This design comes from an exercise in tuning for small area on the open sky130 flow, not from production work. Only simulation tests tie the RTL to the original design; equivalence was not proved. Power figures rest on the tool's default switching activity, not on a simulated workload.

--- constraint.sdc ---
create_clock -name core_clock -period 15.0 [get_ports {clk}]
set_input_delay 3.0000 -clock core_clock [delete_from_list [all_inputs] [get_ports {clk}]]
set_output_delay 3.0000 -clock core_clock [all_outputs]
set_load 0.01 [all_outputs]
--- config.mk ---
export PLATFORM = sky130hd
export DESIGN_NAME = tinycpu
export DESIGN_NICKNAME = tinycpu
export VERILOG_FILES = /design/flow/design.v
export SDC_FILE = /design/flow/constraint.sdc
export NUM_CORES = 8
export LEC_CHECK = 0
export CAP_MARGIN = 20
export CORE_MARGIN = 2
export CORE_UTILIZATION = 50
export CTS_BUF_LIST = sky130_fd_sc_hd__clkbuf_8
export CTS_CLUSTER_DIAMETER = 50
export CTS_CLUSTER_SIZE = 14
export SETUP_SLACK_MARGIN = 0.2
export SLEW_MARGIN = 20
export SYNTH_HIERARCHICAL = 1
export SYNTH_MINIMUM_KEEP_SIZE = 0
--- run.sh ---
#!/bin/bash
# synth_recipe.tcl (not shown) runs the flow's synth.tcl, then flattens the netlist and writes it again
# the make line also repeats each setting of config.mk as NAME=value (left out here)
make -C /OpenROAD-flow-scripts/flow DESIGN_CONFIG=/design/flow/config.mk WORK_HOME=/design/flow/orfs CLKGATE_MAP_FILE= SYNTH_SCRIPT=/design/flow/synth_recipe.tcl finish
--- design.v ---
`timescale 1ns / 1ps
module alu_add(input [31:0] a, input [31:0] b, output [31:0] s);
    wire [31:0] g0 = a & b;
    wire [31:0] p0 = a ^ b;
    reg  [31:0] G, P;
    integer i, d;
    always @(*) begin
        G = g0;
        P = p0;
        for (d = 1; d < 32; d = d * 2)
            for (i = 2 * d - 1; i < 32; i = i + 2 * d) begin
                G[i] = G[i] | (P[i] & G[i - d]);
                P[i] = P[i] & P[i - d];
            end
        for (d = 8; d >= 1; d = d / 2)
            for (i = 3 * d - 1; i < 32; i = i + 2 * d) begin
                G[i] = G[i] | (P[i] & G[i - d]);
                P[i] = P[i] & P[i - d];
            end
    end
    assign s = p0 ^ {G[30:0], 1'b0};
endmodule
`timescale 1ns / 1ps
module sel31(input [31:1] s, input [31:1] d, output y);
    wire [10:0] n;
    genvar i;
    generate
        for (i = 0; i < 10; i = i + 1) begin : g_a
            c_a222oi u (.a1(s[3*i+1]), .a2(d[3*i+1]), .b1(s[3*i+2]), .b2(d[3*i+2]),
                        .c1(s[3*i+3]), .c2(d[3*i+3]), .y(n[i]));
        end
    endgenerate
    c_nand2 u10 (.a(s[31]), .b(d[31]), .y(n[10]));
    wire p0, p1, p2;
    c_nand4 w0 (.a(n[0]), .b(n[1]), .c(n[2]), .d(n[3]), .y(p0));
    c_nand4 w1 (.a(n[4]), .b(n[5]), .c(n[6]), .d(n[7]), .y(p1));
    c_nand3 w2 (.a(n[8]), .b(n[9]), .c(n[10]), .y(p2));
    c_or3   w3 (.a(p0), .b(p1), .c(p2), .y(y));
endmodule
module sel32(input [31:0] s, input [31:0] d, output y);
    wire [10:0] n;
    genvar i;
    generate
        for (i = 0; i < 10; i = i + 1) begin : g_a
            c_a222oi u (.a1(s[3*i]), .a2(d[3*i]), .b1(s[3*i+1]), .b2(d[3*i+1]),
                        .c1(s[3*i+2]), .c2(d[3*i+2]), .y(n[i]));
        end
    endgenerate
    wire n11;
    c_nand2 u10 (.a(s[30]), .b(d[30]), .y(n[10]));
    c_nand2 u11 (.a(s[31]), .b(d[31]), .y(n11));
    wire p0, p1, p2;
    c_nand4 w0 (.a(n[0]), .b(n[1]), .c(n[2]), .d(n[3]), .y(p0));
    c_nand4 w1 (.a(n[4]), .b(n[5]), .c(n[6]), .d(n[7]), .y(p1));
    c_nand4 w2 (.a(n[8]), .b(n[9]), .c(n[10]), .d(n11), .y(p2));
    c_or3   w3 (.a(p0), .b(p1), .c(p2), .y(y));
endmodule
module sel8(input [7:0] s, input [7:0] d, output y);
    wire n0, n1, n2, n3;
    c_a222oi u0 (.a1(s[0]), .a2(d[0]), .b1(s[1]), .b2(d[1]), .c1(s[2]), .c2(d[2]), .y(n0));
    c_a222oi u1 (.a1(s[3]), .a2(d[3]), .b1(s[4]), .b2(d[4]), .c1(s[5]), .c2(d[5]), .y(n1));
    c_nand2  u2 (.a(s[6]), .b(d[6]), .y(n2));
    c_nand2  u3 (.a(s[7]), .b(d[7]), .y(n3));
    c_nand4  w  (.a(n0), .b(n1), .c(n2), .d(n3), .y(y));
endmodule
module sel4(input [3:0] s, input [3:0] d, output y);
    assign y = |(s & d);
endmodule
module wb_bit(input [3:0] rs, input [3:0] rd, input as, input ad, output y);
    assign y = |(rs & rd) | (as & ad);
endmodule
module c_a222oi(input a1, a2, b1, b2, c1, c2, output y);
    assign y = ~((a1 & a2) | (b1 & b2) | (c1 & c2));
endmodule
module c_nand2(input a, b, output y);
    assign y = ~(a & b);
endmodule
module c_nand3(input a, b, c, output y);
    assign y = ~(a & b & c);
endmodule
module c_nand4(input a, b, c, d, output y);
    assign y = ~(a & b & c & d);
endmodule
module c_or3(input a, b, c, output y);
    assign y = a | b | c;
endmodule
`timescale 1ns / 1ps
module tinycpu(
    input         clk,
    input         rstn,           
    input         stall,          
    input  [31:0] instr,          
    output [5:0]  imem_addr,      
    output        rf_we,          
    output [4:0]  rf_waddr,
    output [31:0] rf_wdata,
    output        dm_we,          
    output        dm_half,        
    output [4:0]  dm_addr,
    output [31:0] dm_wdata
    );
integer i, j;
genvar g, b;
reg [5:0] pc;
always @(posedge clk or negedge rstn) begin
    if (!rstn)
        pc <= 6'd0;
    else if (!stall)
        pc <= pc + 1'b1;
end
wire [6:0] op  = instr[6:0];
wire [2:0] f3  = instr[14:12];
wire [6:0] f7  = instr[31:25];
wire [4:0] rd  = instr[11:7];
wire [4:0] rs1 = instr[19:15];
wire [4:0] rs2 = instr[24:20];
wire low_ok = ~op[6] & ~op[3] & ~op[2] & op[1] & op[0];
wire is_r   = low_ok &  op[5] &  op[4];
wire is_i   = low_ok & ~op[5] &  op[4];
wire is_l   = low_ok & ~op[5] & ~op[4];
wire is_s   = low_ok &  op[5] & ~op[4];
wire half   = ~f3[2] & ~f3[1];
reg  [31:0] r [1:31];
reg  [31:1] v;                  
wire [31:0] wdata;
wire        rf_wen = rf_we & ~stall;
generate
    for (g = 1; g < 32; g = g + 1) begin : g_reg
        wire we_g = rf_wen & (rd == g);
        always @(posedge clk)
            if (we_g) r[g] <= wdata;
        always @(posedge clk or negedge rstn)
            if (!rstn)
                v[g] <= 1'b0;
            else if (we_g)
                v[g] <= 1'b1;
    end
endgenerate
reg  [31:1] sel1, sel2;
always @(*)
    for (i = 1; i < 32; i = i + 1) begin
        sel1[i] = (rs1 == i) & v[i];
        sel2[i] = (rs2 == i) & v[i];
    end
wire none1 = ~|sel1;
wire none2 = ~|sel2;
wire [31:0] rs1_data, rs2_data;
generate
    for (b = 0; b < 32; b = b + 1) begin : g_rp
        wire [31:1] col;
        for (g = 1; g < 32; g = g + 1) begin : g_c
            assign col[g] = r[g][b];
        end
        if (b < 5) begin : g_lo
            sel32 p1 (.s({sel1, none1}), .d({col, rs1[b]}), .y(rs1_data[b]));
            sel32 p2 (.s({sel2, none2}), .d({col, rs2[b]}), .y(rs2_data[b]));
        end else begin : g_hi
            sel31 p1 (.s(sel1), .d(col), .y(rs1_data[b]));
            sel31 p2 (.s(sel2), .d(col), .y(rs2_data[b]));
        end
    end
endgenerate
wire [31:0] imm = {{20{instr[31]}}, instr[31:25], op[5] ? instr[11:7] : instr[24:20]};
wire [31:0] opb = (op[5] & op[4]) ? rs2_data : imm;
wire [31:0] sum;
alu_add adder (.a(rs1_data), .b(opb), .s(sum));
reg  [7:0] m [0:31];
reg  [31:0] mv;                 
wire [4:0] a  = sum[4:0];
wire [1:0] s  = a[1:0];
wire [2:0] wb = a[4:2];
reg  [7:0] wsel;                
reg  [7:0] cs [0:3];            
reg  [3:0] kk [0:3];            
always @(*) begin
    for (i = 0; i < 8; i = i + 1)
        wsel[i] = (wb == i);
    for (j = 0; j < 4; j = j + 1) begin
        cs[j] = (j < s) ? {wsel[6:0], wsel[7]} : wsel;
        for (i = 0; i < 4; i = i + 1)
            kk[j][i] = (((j - s) & 3) == i);
    end
end
reg  [7:0] zs [0:3];
always @(*)
    for (j = 0; j < 4; j = j + 1)
        for (i = 0; i < 8; i = i + 1)
            zs[j][i] = cs[j][i] & mv[4*i+j];
wire [7:0] z [0:3];
generate
    for (g = 0; g < 4; g = g + 1) begin : g_z
        for (b = 0; b < 8; b = b + 1) begin : g_zb
            sel8 u (.s(zs[g]),
                    .d({m[28+g][b], m[24+g][b], m[20+g][b], m[16+g][b],
                        m[12+g][b], m[8+g][b], m[4+g][b], m[g][b]}),
                    .y(z[g][b]));
        end
    end
endgenerate
wire [7:0] st [0:3];
generate
    for (g = 0; g < 4; g = g + 1) begin : g_st
        for (b = 0; b < 8; b = b + 1) begin : g_stb
            sel4 u (.s(kk[g]),
                    .d({rs2_data[24+b], rs2_data[16+b], rs2_data[8+b], rs2_data[b]}),
                    .y(st[g][b]));
        end
    end
endgenerate
wire dm_wen = is_s & ~stall;
generate
    for (g = 0; g < 32; g = g + 1) begin : g_byte
        wire we_g = dm_wen & cs[g % 4][g / 4] & (kk[g % 4][0] | kk[g % 4][1] | ~half);
        always @(posedge clk)
            if (we_g)
                m[g] <= st[g % 4];
        always @(posedge clk or negedge rstn)
            if (!rstn)
                mv[g] <= 1'b0;
            else if (we_g)
                mv[g] <= 1'b1;
    end
endgenerate
wire add_ok = op[4] & (f3 == 3'b000) & (~op[5] | (f7 == 7'b0));
reg  [3:0] rot [0:3];
always @(*)
    for (i = 0; i < 4; i = i + 1)
        for (j = 0; j < 4; j = j + 1)
            rot[i][j] = ~op[4] & kk[j][i] & (i < 2 | ~half);
generate
    for (b = 0; b < 32; b = b + 1) begin : g_wb
        wb_bit u (.rs(rot[b / 8]),
                  .rd({z[3][b % 8], z[2][b % 8], z[1][b % 8], z[0][b % 8]}),
                  .as(add_ok), .ad(sum[b]), .y(wdata[b]));
    end
endgenerate
assign imem_addr = pc;
assign rf_we     = is_r | is_i | is_l;
assign rf_waddr  = rd;
assign rf_wdata  = wdata;
assign dm_we     = is_s;
assign dm_half   = half;
assign dm_addr   = a;
assign dm_wdata  = rs2_data;
endmodule
==> impl_metrics.env, run 1 <==
export IMPL_status="complete, no violations"
export IMPL_slowest_delay_ps=840
export IMPL_synth_avg_cell_area_um2=16.5
export IMPL_cts_tree="done"
export IMPL_synth_distinct_cells=65
export IMPL_vias_per_cell=8.10
export IMPL_worstSetupEndpointType="output pin"
export IMPL_hold_viol=0
export IMPL_finalCriticalPeriod_ps=14440
export IMPL_ys_ff_latch=1317
export IMPL_layout_commonest_cell="edfxtp_1"
export IMPL_arrival_ps=11440
export IMPL_crit_slowest_cell="clkdlybuf4s50_1"
export IMPL_drv_slew=0
export IMPL_core_area_um2=107000
export IMPL_die_area_um2=111000
export IMPL_final_nets=3772
export IMPL_pin_count=118
export IMPL_final_cells=5189
export IMPL_root_buffer="clkbuf_8"
export IMPL_antenna_found_initial=10
export IMPL_ir_drop_v=0.000100
export IMPL_rows=120
export IMPL_grt_pass1_vias=40106
export IMPL_drt_total_wl_mm=226
export IMPL_fin_util_pct=57.3
export IMPL_start_util_pct=50.5
export IMPL_ys_seq_area_share_pct=72.3
export IMPL_dp_hpwl_mm=139
export IMPL_cts_clk_slew_worst_paths_ps=80
export IMPL_overflow=0
export IMPL_first_pass_iters=13
export IMPL_fillers=8305
export IMPL_critPathMaxFanout=28
export IMPL_dp_cells=4952
export IMPL_setup_tns_ps=0
export IMPL_slew_headroom_pct=15.6
export IMPL_synthFlopType="edfxtp_1"
export IMPL_ys_async_sr_fraction_pct=5.24
export IMPL_drc_errors=0
export IMPL_clock_fmax_mhz=69.3
export IMPL_grt_pass1_wl_mm=308
export IMPL_clk_path_buf_depth=3
export IMPL_hold_path_class="reg2reg"
export IMPL_drtIter0Drc=11101
export IMPL_clk_latency_ps=880
export IMPL_power_density_nw_per_um2=114
export IMPL_cp_data_required_time_ps=12000
export IMPL_clock_skew_ps=50.6
export IMPL_finalWeightedCongestion=1.01
export IMPL_most_common_layout_cells="edfxtp_1, a222oi_1, nand2_1"
export IMPL_drtAntennaViolNets=0
export IMPL_cts_resized=0
export IMPL_cts_buffers=136
export IMPL_setup_violations=0
export IMPL_cts_hold_buf=0
export IMPL_post_cts_repair_setup_buffers=0
export IMPL_post_drt_wl_per_cell_um=43.6
export IMPL_grt_setup_unrepaired="no"
export IMPL_period_share_pct=96.3
export IMPL_synth_area_um2=54200
export IMPL_grt_max_degree=70
export IMPL_area_delta_synth_final_pct=13.4
export IMPL_htreeDepth=4
export IMPL_netlist_instances=3292
export IMPL_io_buffers=117
export IMPL_clock_sinks=1317
export IMPL_critPathLaunchType="input port"
export IMPL_synth_edf_count=1248
export IMPL_synthesis_nets=3377
export IMPL_worst_pin_slew_ps=1270
export IMPL_fp_dieW_um=333
export IMPL_track_usage_pct=39.8
export IMPL_yosysWarnings=20
export IMPL_die_h_um=333
export IMPL_drive_above_1_share_pct=12.9
export IMPL_worstSetupPathType="in2out"
export IMPL_vias=42046
export IMPL_cap_viol_max_count=0
export IMPL_power_leakage_nw=21.8
-- per-module statistics from Yosys (local to each module, per instance), a selection --
module | times used | cells inside
c_nand2 | 138 | 1
tinycpu | 1 | 1810
c_nand4 | 170 | 1
wb_bit | 32 | 3
c_nand3 | 54 | 1
c_a222oi | 704 | 1
c_or3 | 64 | 1
sel4 | 32 | 3
alu_add | 1 | 160
-- power by group --
group	leakage [nW]	switching, W	internal [W]
logic	6.60	0.000332	0.000134
clock network	1.50	0.00132	0.00116
registers	13.7	0.0000153	0.00404
total	21.8	0.00167	0.00533
-- synthesized netlist by cell type, types with 3 or more instances --
cell      instances  area [µm²]
nand2_1         238         893
nor2_1           66         248
o21ai_0          16        80.1
nand3b_1          3        22.5
nor3b_1           9        67.6
a22oi_1          98         736
a21oi_1          22         110
nand2b_1         10        62.6
nor3_1            9        45.0
ha_1             34         425
a211oi_1          3        22.5
or2_1             9        56.3
o211ai_2          3        37.5
o21a_1            5        37.5
and3b_1           5        43.8
a21o_1           25         188
or3_1            68         425
buf_4             7        52.6
buf_2             3        15.0
xnor2_1          16         140
mux2_2            8        90.1
nor2_2            4        25.0
buf_1             4        15.0
a222oi_1        736        7370
dfrtp_1          69        1730
a221oi_1          3        26.3
edfxtp_1       1248       37500
or2_2            22         138
nor4_1            8        50.1
clkbuf_1         24        90.1
nor2b_1          18         113
or4_1             3        22.5
xor2_1            8        70.1
mux2i_1          11         110
and3_1           80         500
fa_1             16         320
and2_1           33         206
nand4_1         177        1110
o21bai_1         33         248
nand3_1          59         295
inv_1            38         143
a22o_1            6        52.6
nor3_4            4        65.1
-- flip-flops by register name, indices dropped and copies added (netlist names) --
name and count:
mv 32, m 256, v 31, r 992
pc 6
-- cell families after synthesis --
logic type                 after synthesis  synth area share, %
muxes                                   19                0.369
adders and majority gates               50                 1.37
xor gates and xnor gates                24                0.388
buffers and inverters                   79                0.620
AOI/OAI and AO/OA                      966                 16.7
and+or+nand+nor                        837                 8.29
DFF                                   1317                 72.3
-- critical path, delay by kind of cell --
family                     cells  cell delay, ps
and+or+nand+nor                9            3090
AOI/OAI and AO/OA              9            2100
buffers and inverters          5            1950
adders and majority gates      3            1090
muxes                          1             140
-- cell type report --
type / instances / area, µm² / area share (%)
repair buffers: 298 / 2540 / 4.13
flip-flops and latches: 1317 / 39200 / 63.7
well taps: 1403 / 1760 / 2.85
inverters: 38 / 143 / 0.232
clock inverters: 86 / 883 / 1.44
clock buffers: 144 / 1980 / 3.22
multi-input cells: 1896 / 15000 / 24.4
diodes: 7 / 17.5 / 0.0285
-- final timing paths --
| path | slack [ps] | cells past startpoint | to | startpoint |
|---|---|---|---|---|
| max in group asynchronous | 12020 | 1 | v[8] | rstn |
| hold / removal | 460 | 1 | mv[18] | mv[18] |
| setup reg to reg | 7240 | 25 | r[26][20] | v[26] |
| min in group asynchronous | 2240 | 1 | mv[16] | rstn |
| hold reg to reg | 460 | 1 | mv[18] | mv[18] |
| setup / recovery | 560 | 27 | rf_wdata[25] | instr[21] |
-- stage by stage --
step	area (µm²)	setup WS [ps]	hold slack [ps]	total power [W]
2_1_floorplan	54200	2530	420	0.00435
3_3_place_gp	58600	721	438	0.00458
3_5_place_dp	58600	611	440	0.00459
4_1_cts	61500	582	458	0.00700
5_1_grt	61500	229	476	0.00718
6_report	61500	561	455	0.00700
-- per-layer routing --
layer	up-vias	part of all wire, %	GRT usage (%)
met5	-	0.019	0
met1	20942	34	52.4
li1	15994	-	-
met3	811	16	11.9
met2	4293	43	57.8
met4	6	7.5	25.6
==> run 2, diff against run 1 <==
--- a/design.v
+++ b/design.v
@@ -221,17 +221,17 @@
                 mv[g] <= 1'b1;
     end
 endgenerate
-wire add_ok = op[4] & (f3 == 3'b000) & (~op[5] | (f7 == 7'b0));
+wire alu_ok = (is_r & (f3 == 3'b000) & (f7 == 7'b0)) | (is_i & (f3 == 3'b000)) | is_s;
 reg  [3:0] rot [0:3];
 always @(*)
     for (i = 0; i < 4; i = i + 1)
         for (j = 0; j < 4; j = j + 1)
-            rot[i][j] = ~op[4] & kk[j][i] & (i < 2 | ~half);
+            rot[i][j] = is_l & kk[j][i] & (i < 2 | ~half);
 generate
     for (b = 0; b < 32; b = b + 1) begin : g_wb
         wb_bit u (.rs(rot[b / 8]),
                   .rd({z[3][b % 8], z[2][b % 8], z[1][b % 8], z[0][b % 8]}),
-                  .as(add_ok), .ad(sum[b]), .y(wdata[b]));
+                  .as(alu_ok), .ad(sum[b]), .y(wdata[b]));
     end
 endgenerate
 assign imem_addr = pc;
@@ -239,7 +239,7 @@
 assign rf_waddr  = rd;
 assign rf_wdata  = wdata;
 assign dm_we     = is_s;
-assign dm_half   = half;
-assign dm_addr   = a;
+assign dm_half   = (is_l | is_s) & half;
+assign dm_addr   = a & {5{alu_ok | is_l}};
 assign dm_wdata  = rs2_data;
 endmodule
==> flow/run.sh (new file) <==
#!/bin/bash
# Own layout flow: the standard ORFS layout (standard.sh, which runs the
# standard synthesis unchanged) with a leaner clock tree (no dummy loads, sink
# clusters of up to 25 flip-flops on clkbuf_16) and the smallest buffer on the
# ports. The full output of the flow goes to flow.log in this folder; ORFS keeps
# each step's own log under orfs/logs/.
set -euo pipefail
export CTS_ARGS="-sink_clustering_enable -repair_clock_nets -dont_use_dummy_load -buf_list sky130_fd_sc_hd__clkbuf_16 -sink_clustering_size 25 -sink_clustering_max_diameter 80"
export BUFFER_PORTS_ARGS="-buffer_cell sky130_fd_sc_hd__buf_1"
bash standard.sh > flow.log 2>&1
==> standard.sh (new file) <==
#!/bin/bash
# synth_recipe.tcl (not shown) runs the flow's synth.tcl, then flattens the netlist and writes it again
# the make line also repeats each setting of config.mk as NAME=value (left out here)
make -C /OpenROAD-flow-scripts/flow DESIGN_CONFIG=/design/flow/config.mk WORK_HOME=/design/flow/orfs CLKGATE_MAP_FILE= SYNTH_SCRIPT=/design/flow/synth_recipe.tcl "${@:-finish}"
--- a/config.mk
+++ b/config.mk
@@ -7,10 +7,7 @@
 export LEC_CHECK = 0
 export CAP_MARGIN = 20
 export CORE_MARGIN = 2
-export CORE_UTILIZATION = 50
-export CTS_BUF_LIST = sky130_fd_sc_hd__clkbuf_8
-export CTS_CLUSTER_DIAMETER = 50
-export CTS_CLUSTER_SIZE = 14
+export CORE_UTILIZATION = 60
 export SETUP_SLACK_MARGIN = 0.2
 export SLEW_MARGIN = 20
 export SYNTH_HIERARCHICAL = 1
removed: run.sh
==> run 2 against run 1 <==
Effect of this change: via count about the same; sequential cell count unchanged; global-route usage up 6.2 points; combinational power down 36%; final cell count down 7.3%; first-iteration DRC count up 2.3%; area after synthesis up 0.38%; critical endpoint is now rf_wdata[21].
==> impl_metrics.env, run 2 <==
export IMPL_p_total_w=0.00611
export IMPL_grt_max_degree=70
export IMPL_worst_pin_slew_ps=1250
export IMPL_period_share_pct=94.6
export IMPL_ys_ff_latch=1317
export IMPL_clock_sinks=1317
export IMPL_largest_reg_flops=992
export IMPL_design_area_um2=59300
export IMPL_cts_resized=0
export IMPL_drt_total_wl_mm=218
export IMPL_worstSetupEndpointType="output pin"
export IMPL_fp_dieW_um=305
export IMPL_dpl_cell_area_um2=57800
export IMPL_dp_hpwl_mm=134
export IMPL_htreeDepth=2
export IMPL_root_buffer="clkbuf_16"
export IMPL_rows=110
export IMPL_area_delta_synth_final_pct=8.96
export IMPL_drtIter0Drc=11360
export IMPL_drtAntennaViolNets=0
export IMPL_die_area_um2=93200
export IMPL_power_density_nw_per_um2=103
export IMPL_synth_edf_count=1248
export IMPL_setup_ws_ps=809
export IMPL_path_cells="buf_1 -> nor3_1 -> and3_2 -> a2111oi_4 -> nand3_1 -> a2111oi_2 -> a222oi_1 -> nand4_1 -> or3_1 -> mux2i_1 -> a21oi_1 -> fa_1 -> inv_1 -> fa_1 -> inv_1 -> xnor2_1 -> and3_1 -> a222oi_1 -> nand4_1 -> a222oi_1 -> nand2_1 -> buf_1"
export IMPL_grt_pass1_vias=39909
export IMPL_slowest_delay_ps=730
export IMPL_crit_path_frequent_cell="a222oi_1"
export IMPL_netlist_top_cells_count="edfxtp_1, a222oi_1, nand2_1, nand4_1, a22oi_1"
export IMPL_finalCriticalPeriod_ps=14190
export IMPL_crit_slowest_cell="a2111oi_2"
export IMPL_ys_seq_area_share_pct=72.0
export IMPL_yosysWarnings=20
export IMPL_antenna_found_initial=16
export IMPL_synth_avg_cell_area_um2=16.4
export IMPL_netlist_instances=3319
export IMPL_whs_endpoint="mv[1]"
export IMPL_cap_viol_max_count=0
export IMPL_arrival_ps=11190
export IMPL_start_util_pct=60.5
export IMPL_top_register="r"
export IMPL_hold_viol=0
export IMPL_yosys_area_top_type="edfxtp_1"
export IMPL_final_nets=3710
export IMPL_slew_headroom_pct=16.5
export IMPL_vias_per_cell=8.75
export IMPL_synthFlopType="edfxtp_1"
export IMPL_setup_violations=0
export IMPL_cp_data_required_time_ps=12000
export IMPL_pin_count=118
export IMPL_critPathMaxFanout=22
export IMPL_vias=42051
export IMPL_clk_latency_ps=750
export IMPL_status="complete, no violations"
export IMPL_finalWeightedCongestion=1.08
export IMPL_clock_fmax_mhz=70.5
export IMPL_cts_buffers=61
export IMPL_setup_tns_ps=0
export IMPL_most_common_layout_cells="edfxtp_1, a222oi_1, nand2_1"
export IMPL_synth_distinct_cells=66
export IMPL_clk_path_buf_depth=3
export IMPL_largestRegisters="r: 992 flops, m: 256 flops, mv: 32 flops"
export IMPL_synth_area_um2=54400
export IMPL_post_cts_repair_setup_buffers=0
export IMPL_cts_tree="done"
export IMPL_worstSetupPathType="in2out"
export IMPL_hold_path_class="reg2reg"
export IMPL_grt_pass1_wl_mm=300
export IMPL_rr_worst_depth=20
export IMPL_track_usage_pct=46.0
export IMPL_first_pass_iters=15
export IMPL_critPathLaunch="instr[20]"
export IMPL_rr_endpoint="r[13][21]"
export IMPL_drv_slew=0
export IMPL_cts_hold_buf=0
export IMPL_place_ws_ps=1230
export IMPL_ir_drop_v=0.000107
export IMPL_drc_errors=0
export IMPL_synth_top_area_share_pct=68.8
export IMPL_yosysMostFrequentCell="edfxtp_1"
export IMPL_fillers=6295
export IMPL_synthesis_nets=3404
export IMPL_yosys_top_cells_area="edfxtp_1, a222oi_1, dfrtp_1, nand4_1, nand2_1"
export IMPL_grt_setup_unrepaired="no"
export IMPL_core_area_um2=90000
export IMPL_hp_start="mv[1]"
export IMPL_cts_clk_slew_worst_paths_ps=80
export IMPL_io_buffers=117
export IMPL_critPathLaunchType="input port"
export IMPL_r2r_start="v[18]"
export IMPL_ys_async_sr_fraction_pct=5.24
export IMPL_drive_above_1_share_pct=9.27
export IMPL_die_h_um=305
export IMPL_power_leakage_nw=20.9
export IMPL_layout_commonest_cell="edfxtp_1"
export IMPL_r2r_setup_slack_ps=6870
export IMPL_clock_skew_ps=80.0
export IMPL_post_drt_wl_per_cell_um=45.4
export IMPL_hold_path_depth=1
export IMPL_overflow=0
-- run 2: worst max-delay path, delay by kind of cell --
kind / cells / cell delay (ps)
AOI/OAI and AO/OA: 6 / 2540
xor gates and xnor gates: 1 / 300
adders and majority gates: 2 / 720
buffers and inverters: 4 / 1730
muxes: 1 / 140
and+or+nand+nor: 8 / 2720
-- run 2: worst max path at each step --
stage,endpoint,cells after the start
3_5_place_dp,rf_wdata[21],23
2_1_floorplan,rf_wdata[0],24
5_1_grt,rf_wdata[31],25
4_1_cts,rf_wdata[29],23
6_report,rf_wdata[21],22
3_3_place_gp,rf_wdata[21],22
-- run 2: final cells by class --
class,instances,area (µm²),share of cell area [%]
Multi-Input combinational cell,1917,15200,25.6
Inverter,33,124,0.209
Timing Repair Buffer,295,1790,3.02
Sequential cell,1317,39200,66.1
Antenna cell,9,22.5,0.0380
Tap cell,1176,1470,2.48
Clock buffer,61,1530,2.57
-- run 2: per-module statistics from Yosys (local to each module, per instance), excerpt --
module / copies in the design / cells / flip-flops and latches / cell area, µm²
c_nand2: 138 / 1 / 0 / 3.75
tinycpu: 1 / 1840 / 1317 / 42500
wb_bit: 32 / 3 / 0 / 21.3
alu_add: 1 / 157 / 0 / 1380
c_nand4: 170 / 1 / 0 / 6.26
c_a222oi: 704 / 1 / 0 / 10.0
c_or3: 64 / 1 / 0 / 6.26
c_nand3: 54 / 1 / 0 / 5.00
sel4: 32 / 3 / 0 / 18.8
-- run 2: metal layers --
layer	share of wire (%)	global-route usage, %	vias up
li1	-	-	15846
met2	42	66.6	4723
met1	31	58.1	20431
met4	9.0	31.8	6
met3	18	16.8	1045
met5	0.026	0.258	-
-- run 2: kinds of logic (layout without fill, tap and decap cells) --
family / Yosys count / after routing / synth area share (%)
buffers and inverters: 85 / 389 / 0.692
XOR/XNOR: 24 / 24 / 0.386
AO/OA/AOI/OAI: 994 / 994 / 17.1
other: 0 / 9 / 0
adder cells (fa/ha/maj): 50 / 50 / 1.37
multiplexers: 19 / 19 / 0.370
flip-flops: 1317 / 1317 / 72.0
AND/OR/NAND/NOR: 830 / 830 / 8.11
-- run 2: metrics by stage --
stage / instances / util (%) / hold slack, ps
2_1_floorplan: 3319 / - / 420
3_3_place_gp: 4738 / 64.2 / 433
3_5_place_dp: 4738 / 64.2 / 436
4_1_cts: 4799 / 65.9 / 458
5_1_grt: 4799 / 65.9 / 475
6_report: 4808 / 65.9 / 466
-- run 2: where the power goes --
| part | switching, W | internal, W | total, W |
|---|---|---|---|
| Clock | 0.00108 | 0.000722 | 0.00181 |
| Sequential | 0.0000143 | 0.00399 | 0.00401 |
| Combinational | 0.000217 | 0.0000813 | 0.000299 |
==> run 3, diff against run 2 <==
--- a/design.v
+++ b/design.v
@@ -68,6 +68,18 @@
 endmodule
 module wb_bit(input [3:0] rs, input [3:0] rd, input as, input ad, output y);
     assign y = |(rs & rd) | (as & ad);
+endmodule
+module hold #(parameter W = 32) (input [W-1:0] q, input we, input wen, input [W-1:0] w,
+                                 output [W-1:0] d);
+    genvar i;
+    generate
+        for (i = 0; i < W; i = i + 1) begin : g_b
+            c_a22o u (.a1(q[i]), .a2(wen), .b1(w[i]), .b2(we), .y(d[i]));
+        end
+    endgenerate
+endmodule
+module c_a22o(input a1, a2, b1, b2, output y);
+    assign y = (a1 & a2) | (b1 & b2);
 endmodule
 module c_a222oi(input a1, a2, b1, b2, c1, c2, output y);
     assign y = ~((a1 & a2) | (b1 & b2) | (c1 & c2));
@@ -127,8 +139,10 @@
 generate
     for (g = 1; g < 32; g = g + 1) begin : g_reg
         wire we_g = rf_wen & (rd == g);
+        wire [31:0] next_g;
+        hold #(32) h (.q(r[g]), .we(we_g), .wen(~we_g), .w(wdata), .d(next_g));
         always @(posedge clk)
-            if (we_g) r[g] <= wdata;
+            r[g] <= next_g;
         always @(posedge clk or negedge rstn)
             if (!rstn)
                 v[g] <= 1'b0;
@@ -211,9 +225,10 @@
 generate
     for (g = 0; g < 32; g = g + 1) begin : g_byte
         wire we_g = dm_wen & cs[g % 4][g / 4] & (kk[g % 4][0] | kk[g % 4][1] | ~half);
+        wire [7:0] next_g;
+        hold #(8) h (.q(m[g]), .we(we_g), .wen(~we_g), .w(st[g % 4]), .d(next_g));
         always @(posedge clk)
-            if (we_g)
-                m[g] <= st[g % 4];
+            m[g] <= next_g;
         always @(posedge clk or negedge rstn)
             if (!rstn)
                 mv[g] <= 1'b0;
==> run 3 against run 2 <==
Effect of this change: still clean on timing, DRC and antenna; hold slack got worse by 12 ps; sequential share of layout area decreased by 20 points; count of clock-buffer cells in the layout up 5; via count increased by 28%; clock power rose by 7%; critical path depth up 5; die area fell by 2.3%; sequential power fell by 12%; cell area fell by 1.8%; critical path type unchanged; critical endpoint is now rf_wdata[29].
==> impl_metrics.env, run 3 <==
export IMPL_status="complete, no violations"
export IMPL_drt_total_wl_mm=249
export IMPL_hold_path_class="reg2reg"
export IMPL_power_share_clock_pct=33.6
export IMPL_vias=53796
export IMPL_rr_endpoint="r[6][29]"
export IMPL_critPathLaunch="instr[21]"
export IMPL_arrival_ps=11390
export IMPL_clk_latency_ps=690
export IMPL_ir_drop_v=0.000127
export IMPL_cts_hold_buf=0
export IMPL_netlist_instances=4649
export IMPL_vias_per_cell=8.77
export IMPL_fillers=7028
export IMPL_post_drt_wl_per_cell_um=40.6
export IMPL_internal_power_w=0.00438
export IMPL_crit_path_frequent_cell="and2_1"
export IMPL_htreeDepth=3
export IMPL_ys_seq_area_share_pct=50.2
export IMPL_drive_above_1_share_pct=6.76
export IMPL_cap_viol_max_count=0
export IMPL_grt_max_degree=50
export IMPL_drc_errors=0
export IMPL_combPwrFrac_pct=5.0
export IMPL_core_area_um2=88100
export IMPL_rows=109
export IMPL_synth_edf_count=0
export IMPL_cts_clk_slew_worst_paths_ps=80
export IMPL_clock_skew_ps=74.5
export IMPL_track_usage_pct=52.4
export IMPL_setup_tns_ps=0
export IMPL_die_area_um2=91100
export IMPL_grt_pass1_wl_mm=351
export IMPL_setup_worst_path_end="rf_wdata[29]"
export IMPL_synthesis_nets=4734
export IMPL_yosysMostFrequentCell="a22o_1"
export IMPL_r2r_setup_slack_ps=6660
export IMPL_slew_headroom_pct=14.3
export IMPL_ys_ff_latch=1317
export IMPL_fp_dieW_um=302
export IMPL_grt_setup_unrepaired="no"
export IMPL_setup_violations=0
export IMPL_die_h_um=302
export IMPL_finalCriticalPeriod_ps=14390
export IMPL_seqPwrFrac_pct=61.5
export IMPL_r2r_start="v[20]"
export IMPL_crit_slowest_cell="and3_2"
export IMPL_final_cells=6134
export IMPL_cts_buffers=66
export IMPL_worstSetupEndpointType="output pin"
export IMPL_critPathLaunchType="input port"
export IMPL_io_buffers=117
export IMPL_hold_viol=0
export IMPL_ys_async_sr_fraction_pct=5.24
export IMPL_final_nets=5039
export IMPL_worstSetupPathType="in2out"
export IMPL_most_common_layout_cells="a22o_1, dfxtp_1, a222oi_1"
export IMPL_drv_slew=0
export IMPL_first_pass_iters=15
export IMPL_multi_input_area_um2=26300
export IMPL_place_ws_ps=707
export IMPL_switching_share_pct=23.8
export IMPL_netlist_top_cells_count="a22o_1, dfxtp_1, a222oi_1, nand2_1, nand4_1"
export IMPL_largestRegisters="r: 992 flops, m: 256 flops, mv: 32 flops"
export IMPL_synth_area_um2=53200
export IMPL_overflow=0
export IMPL_drtAntennaViolNets=0
export IMPL_area_delta_synth_final_pct=9.47
export IMPL_critPathMaxFanout=25
export IMPL_root_buffer="clkbuf_16"
export IMPL_dp_cells=6047
export IMPL_setup_ws_ps=609
export IMPL_regArea_um2=26700
export IMPL_fin_util_pct=66.1
export IMPL_synth_top_area_share_pct=47.0
export IMPL_grt_pass1_vias=49180
export IMPL_cts_tree="done"
export IMPL_cp_data_required_time_ps=12000
export IMPL_layout_commonest_cell="a22o_1"
export IMPL_yosys_top_cells_area="dfxtp_1, a22o_1, a222oi_1, dfrtp_1, nand4_1"
export IMPL_synthFlopType="dfxtp_1"
export IMPL_period_share_pct=95.9
export IMPL_yosysWarnings=20
export IMPL_finalWeightedCongestion=1.05
export IMPL_rr_worst_depth=23
export IMPL_synth_avg_cell_area_um2=11.4
export IMPL_slowest_delay_ps=690
export IMPL_pin_count=118
export IMPL_synth_distinct_cells=71
export IMPL_clk_path_buf_depth=3
export IMPL_antenna_found_initial=26
export IMPL_yosys_area_top_type="dfxtp_1"
export IMPL_start_util_pct=60.4
export IMPL_power_leakage_nw=22.4
export IMPL_p_switching_w=0.00137
export IMPL_largest_reg_flops=992
export IMPL_clock_fmax_mhz=69.5
export IMPL_power_density_nw_per_um2=98.7
export IMPL_clock_sinks=1317
export IMPL_worst_pin_slew_ps=1290
export IMPL_drtIter0Drc=13498
export IMPL_top_register="r"
export IMPL_dp_hpwl_mm=158
==> run 3: how the worst min path moves through the flow <==
stage	slack (ps)	to	cells after the start	from
floorplan	420	mv[12]	1	mv[12]
finish	450	mv[6]	1	mv[6]
CTS	450	mv[4]	1	mv[4]
global placement	430	mv[21]	1	mv[21]
detailed placement	440	mv[4]	1	mv[4]
global route	470	mv[4]	1	mv[4]
==> run 3: repair_timing <==
action / CTS / global route
hold endpoints to repair: 0 / 0
endpoints found under the setup margin: 0 / 3
resized for setup: 0 / 3
buffers inserted: 0 / 0
==> run 3: critical path: cells and delay by family <==
| kind | cells | cell delay (ps) |
|---|---|---|
| AOI/OAI and AO/OA | 7 | 1810 |
| adders and majority gates | 3 | 1130 |
| buffers and inverters | 4 | 1420 |
| muxes | 1 | 180 |
| and+or+nand+nor | 12 | 3820 |
==> run 3: modules after synthesis, one instance, submodules excluded, excerpt <==
module / cells inside / area [µm²]
tinycpu: 1922 / 30300
alu_add: 157 / 1380
sel4: 3 / 18.8
c_a222oi: 1 / 10.0
c_a22o: 1 / 8.76
c_or3: 1 / 6.26
c_nand2: 1 / 3.75
==> run 3: area by class of cell <==
cell class / count / share of cell area [%]
Multi-Input combinational cell: 3219 / 45.2
Timing Repair Buffer: 290 / 3.17
Tap cell: 1165 / 2.50
Sequential cell: 1317 / 45.9
Antenna cell: 17 / 0.0730
Clock buffer: 66 / 2.84
Inverter: 60 / 0.393
==> run 3: logic make-up (layout without fill, tap and decap cells) <==
group           count (synthesis)  in the layout  synth area share (%)
xor+xnor                       24             24                 0.395
mux                            16             16                 0.348
flops                        1317           1317                  50.2
simple gates                  899            899                  9.06
fa+ha+maj                      50             50                  1.40
buf+inv                       113            416                 0.858
compound gates               2230           2230                  37.7
other cells                     0             17                     0
==> run 3: power groups by stage <==
stage | Clock [W] | Combinational, W | Sequential [W]
after floorplan | 0 | 0.000158 | 0.00361
after global placement | 0 | 0.000269 | 0.00361
after detailed placement | 0 | 0.000273 | 0.00361
after CTS | 0.00191 | 0.000274 | 0.00353
after global routing | 0.00203 | 0.000300 | 0.00354
final | 0.00193 | 0.000287 | 0.00353
==> run 3: through the flow <==
stage	total power [W]	hold slack [ps]	instance area (µm²)
5_1_grt	0.00586	467	58200
2_1_floorplan	0.00377	420	53200
3_5_place_dp	0.00389	437	56400
6_report	0.00575	453	58200
3_3_place_gp	0.00388	430	56400
4_1_cts	0.00572	453	58100
==> run 3: metal layers <==
layer / part of all wire, % / GRT usage, % / up-vias / wire length, µm
li1: - / - / 21131 / -
met1: 34 / 65.6 / 25650 / 83500
met2: 39 / 70.6 / 5506 / 96200
met3: 18 / 21.5 / 1491 / 44000
met4: 10 / 41.2 / 18 / 25100
met5: 0.14 / 2.48 / - / 357
==> run 4, diff against run 3 <==
--- a/design.v
+++ b/design.v
@@ -1,12 +1,23 @@
 `timescale 1ns / 1ps
 module alu_add(input [31:0] a, input [31:0] b, output [31:0] s);
-    wire [31:0] g0 = a & b;
-    wire [31:0] p0 = a ^ b;
+    wire [31:0] p, g, c;
+    alu_pg    pg (.a(a), .b(b), .p(p), .g(g));
+    alu_carry cy (.p(p), .g(g), .c(c));
+    alu_sum   sm (.p(p), .c(c), .s(s));
+endmodule
+module alu_pg(input [31:0] a, input [31:0] b, output [31:0] p, output [31:0] g);
+    assign p = a ^ b;
+    assign g = a & b;
+endmodule
+module alu_sum(input [31:0] p, input [31:0] c, output [31:0] s);
+    assign s = p ^ {c[30:0], 1'b0};
+endmodule
+module alu_carry(input [31:0] p, input [31:0] g, output [31:0] c);
     reg  [31:0] G, P;
     integer i, d;
     always @(*) begin
-        G = g0;
-        P = p0;
+        G = g;
+        P = p;
         for (d = 1; d < 32; d = d * 2)
             for (i = 2 * d - 1; i < 32; i = i + 2 * d) begin
                 G[i] = G[i] | (P[i] & G[i - d]);
@@ -18,7 +29,7 @@
                 P[i] = P[i] & P[i - d];
             end
     end
-    assign s = p0 ^ {G[30:0], 1'b0};
+    assign c = G;
 endmodule
 `timescale 1ns / 1ps
 module sel31(input [31:1] s, input [31:1] d, output y);
==> run 4 against run 3 <==
Effect of this change: still clean on timing, DRC and antenna; cell area fell by 0.80%; count of clock-buffer cells in the layout stayed put; total power is 0.28% higher; hold slack lost 2.6 ps; via count decreased by 0.33%; synthesized cell count shrank 0.62%; sequential power is essentially flat; non-clock buffer count grew 9; sequential cell count stayed put; sequential share of layout area rose by 0.37 points; global-route usage grew 0.57 points; critical path type unchanged.
==> impl_metrics.env, run 4 <==
export IMPL_critPathLaunchType="input port"
export IMPL_cts_hold_buf=0
export IMPL_cts_clk_slew_worst_paths_ps=70
export IMPL_fp_dieW_um=301
export IMPL_synth_avg_cell_area_um2=11.5
export IMPL_dp_cells=6030
export IMPL_vias_per_cell=8.77
export IMPL_track_usage_pct=52.9
export IMPL_finalCriticalPeriod_ps=14220
export IMPL_clock_sinks=1317
export IMPL_setup_tns_ps=0
export IMPL_power_share_clock_pct=33.5
export IMPL_p_switching_w=0.00138
export IMPL_finalWeightedCongestion=1.12
export IMPL_synth_area_um2=52900
export IMPL_cap_viol_max_count=0
export IMPL_rows=108
export IMPL_worst_pin_slew_ps=1320
export IMPL_power_leakage_nw=22.6
export IMPL_worstSetupEndpointType="output pin"
export IMPL_slowest_delay_ps=790
export IMPL_drive_above_1_share_pct=6.74
export IMPL_crit_slowest_cell="xor2_2"
export IMPL_cp_top_family="simple AND/OR/NAND/NOR gates"
export IMPL_first_pass_iters=15
export IMPL_clk_latency_ps=690
export IMPL_hold_path_class="reg2reg"
export IMPL_netlist_instances=4620
export IMPL_drtIter0Drc=13105
export IMPL_power_density_nw_per_um2=99.8
export IMPL_grt_max_degree=56
export IMPL_multi_input_area_um2=25900
export IMPL_drt_total_wl_mm=250
export IMPL_cts_tree="done"
export IMPL_htreeDepth=3
export IMPL_grt_pass1_vias=49277
export IMPL_root_buffer="clkbuf_16"
export IMPL_status="complete, no violations"
export IMPL_area_delta_synth_final_pct=9.15
export IMPL_final_nets=5016
export IMPL_clock_skew_ps=85.3
export IMPL_combPwrFrac_pct=5.2
export IMPL_internal_power_w=0.00439
export IMPL_drc_errors=0
export IMPL_ir_drop_v=0.000119
export IMPL_vias=53620
export IMPL_worstSetupPathType="in2out"
export IMPL_drtAntennaViolNets=0
export IMPL_critPathBufInv=3
export IMPL_regArea_um2=26700
export IMPL_pin_count=118
export IMPL_io_buffers=117
export IMPL_setup_violations=0
export IMPL_cts_resized=0
export IMPL_core_area_um2=87200
export IMPL_cts_buffers=66
export IMPL_final_cells=6111
export IMPL_seqPwrFrac_pct=61.3
export IMPL_fillers=7009
export IMPL_clk_path_buf_depth=3
export IMPL_hold_slack_ps=451
export IMPL_grt_pass1_wl_mm=352
export IMPL_hold_viol=0
export IMPL_synthesis_nets=4692
export IMPL_largest_reg_flops=992
export IMPL_largestRegisters="r: 992 flops, m: 256 flops, mv: 32 flops"
export IMPL_post_drt_wl_per_cell_um=40.9
export IMPL_start_util_pct=60.7
export IMPL_arrival_ps=11220
export IMPL_layout_commonest_cell="a22o_1"
export IMPL_grt_setup_unrepaired="no"
export IMPL_period_share_pct=94.8
export IMPL_switching_share_pct=23.9
export IMPL_crit_path_frequent_cell="a21o_1"
export IMPL_antenna_found_initial=25
export IMPL_overflow=0
export IMPL_cp_data_required_time_ps=12000
export IMPL_clock_fmax_mhz=70.3
export IMPL_p_total_w=0.00577
export IMPL_yosysWarnings=20
export IMPL_most_common_layout_cells="a22o_1, dfxtp_1, a222oi_1"
export IMPL_die_h_um=301
export IMPL_die_area_um2=90600
export IMPL_dp_hpwl_mm=154
export IMPL_top_register="r"
export IMPL_drv_slew=0
export IMPL_slew_headroom_pct=12.2
export IMPL_post_cts_repair_setup_buffers=0
export IMPL_critPathMaxFanout=24
## run 4: worst reg2reg max path: stages (launching register included)
cell and delay [ps]:
dfrtp_1 430, and4_1 720, nor4_1 100, nand3_1 110, nor4_1 50, buf_4 160, a222oi_1 380, nand4_1 310
or3_1 550, mux2i_1 200, a21oi_1 100, ha_1 310, a21o_1 230, a21o_1 230, a21o_1 220, xor2_2 790
nor2_1 160, nand2_1 100, o21ai_0 260, and2_1 390, a222oi_1 470, nand4_1 450, a22oi_1 300, nand2_1 450
buf_4 460, a22o_1 270
## run 4: layout make-up
cell class / instances / share of cell area, %
Inverter: 50 / 0.325
Antenna cell: 14 / 0.0606
Tap cell: 1155 / 2.50
Clock buffer: 66 / 2.86
Timing Repair Buffer: 299 / 3.13
Sequential cell: 1317 / 46.2
Multi-Input combinational cell: 3210 / 44.9
## run 4: final timing paths
| check | startpoint | endpoint | slack, ps | cells past startpoint |
|---|---|---|---|---|
| worst min-delay path | mv[20] | mv[20] | 450 | 1 |
| max in group asynchronous | rstn | v[21] | 11580 | 2 |
| worst max-delay path | instr[21] | rf_wdata[9] | 780 | 26 |
| worst max register to register | v[7] | r[10][9] | 6720 | 25 |
| worst min register to register | mv[20] | mv[20] | 450 | 1 |
| min in group asynchronous | rstn | mv[2] | 2220 | 1 |
## run 4: power groups by stage
| stage | registers (W) | logic (W) | clock network, W |
|---|---|---|---|
| after floorplan | 0.00361 | 0.000159 | 0 |
| after global placement | 0.00361 | 0.000277 | 0 |
| after detailed placement | 0.00361 | 0.000280 | 0 |
| after CTS | 0.00353 | 0.000281 | 0.00192 |
| after global routing | 0.00354 | 0.000306 | 0.00203 |
| final | 0.00354 | 0.000297 | 0.00193 |
## run 4: layer usage
layer  wire length, µm  track usage [%]  part of all wire [%]  up-vias
met5               821             3.92                  0.33        -
met4             24500             40.2                   9.8       30
met3             45200             24.1                    18     1453
met2             95300             70.3                    38     5348
met1             84200             66.1                    34    25707
li1                  -                -                     -    21082
## run 4: per-stage QoR
step	instance area [µm²]	utilization [%]	setup WS, ps
after floorplan	52900	-	2740
after global placement	56100	64.3	1520
after detailed placement	56100	64.3	1280
after CTS	57700	66.2	1250
after global routing	57700	66.2	626
final	57800	66.3	779

==> static timing again, ports no longer ideal <==
How much do the figures lean on ideal ports? The routed layouts below were timed once more, with nothing changed but the port constraints. Step 1, drivers: a clkbuf_16 drives clk and a buf_2 each remaining input, both assumed. Step 2, shift: input delay + t, output delay - t, t = (earliest + latest rising clock arrival at the registers) / 2. This alone moves slack from input paths to output paths. Slacks: ideal / step 1 / step 2; pairs: ideal / step 1.
run | t, ns | slack for setup (ns) | hold slack, ns | latest minus earliest clock arrival (ns)
run 1 | 0.928 | 0.561 / 0.529 / 0.529 | 0.455 / 0.455 / 0.455 | 0.051 / 0.051
run 2 | 0.784 | 0.809 / 0.763 / 0.763 | 0.466 / 0.466 / 0.466 | 0.080 / 0.080
run 3 | 0.728 | 0.609 / 0.503 / 0.503 | 0.453 / 0.453 / 0.453 | 0.074 / 0.075
run 4 | 0.734 | 0.779 / 0.711 / 0.711 | 0.451 / 0.451 / 0.451 | 0.085 / 0.085
After both steps every run listed still meets setup and hold. The setup slack of run 3, which loses most, moves by -0.106 ns with the drivers and by -0.106 ns with both steps.
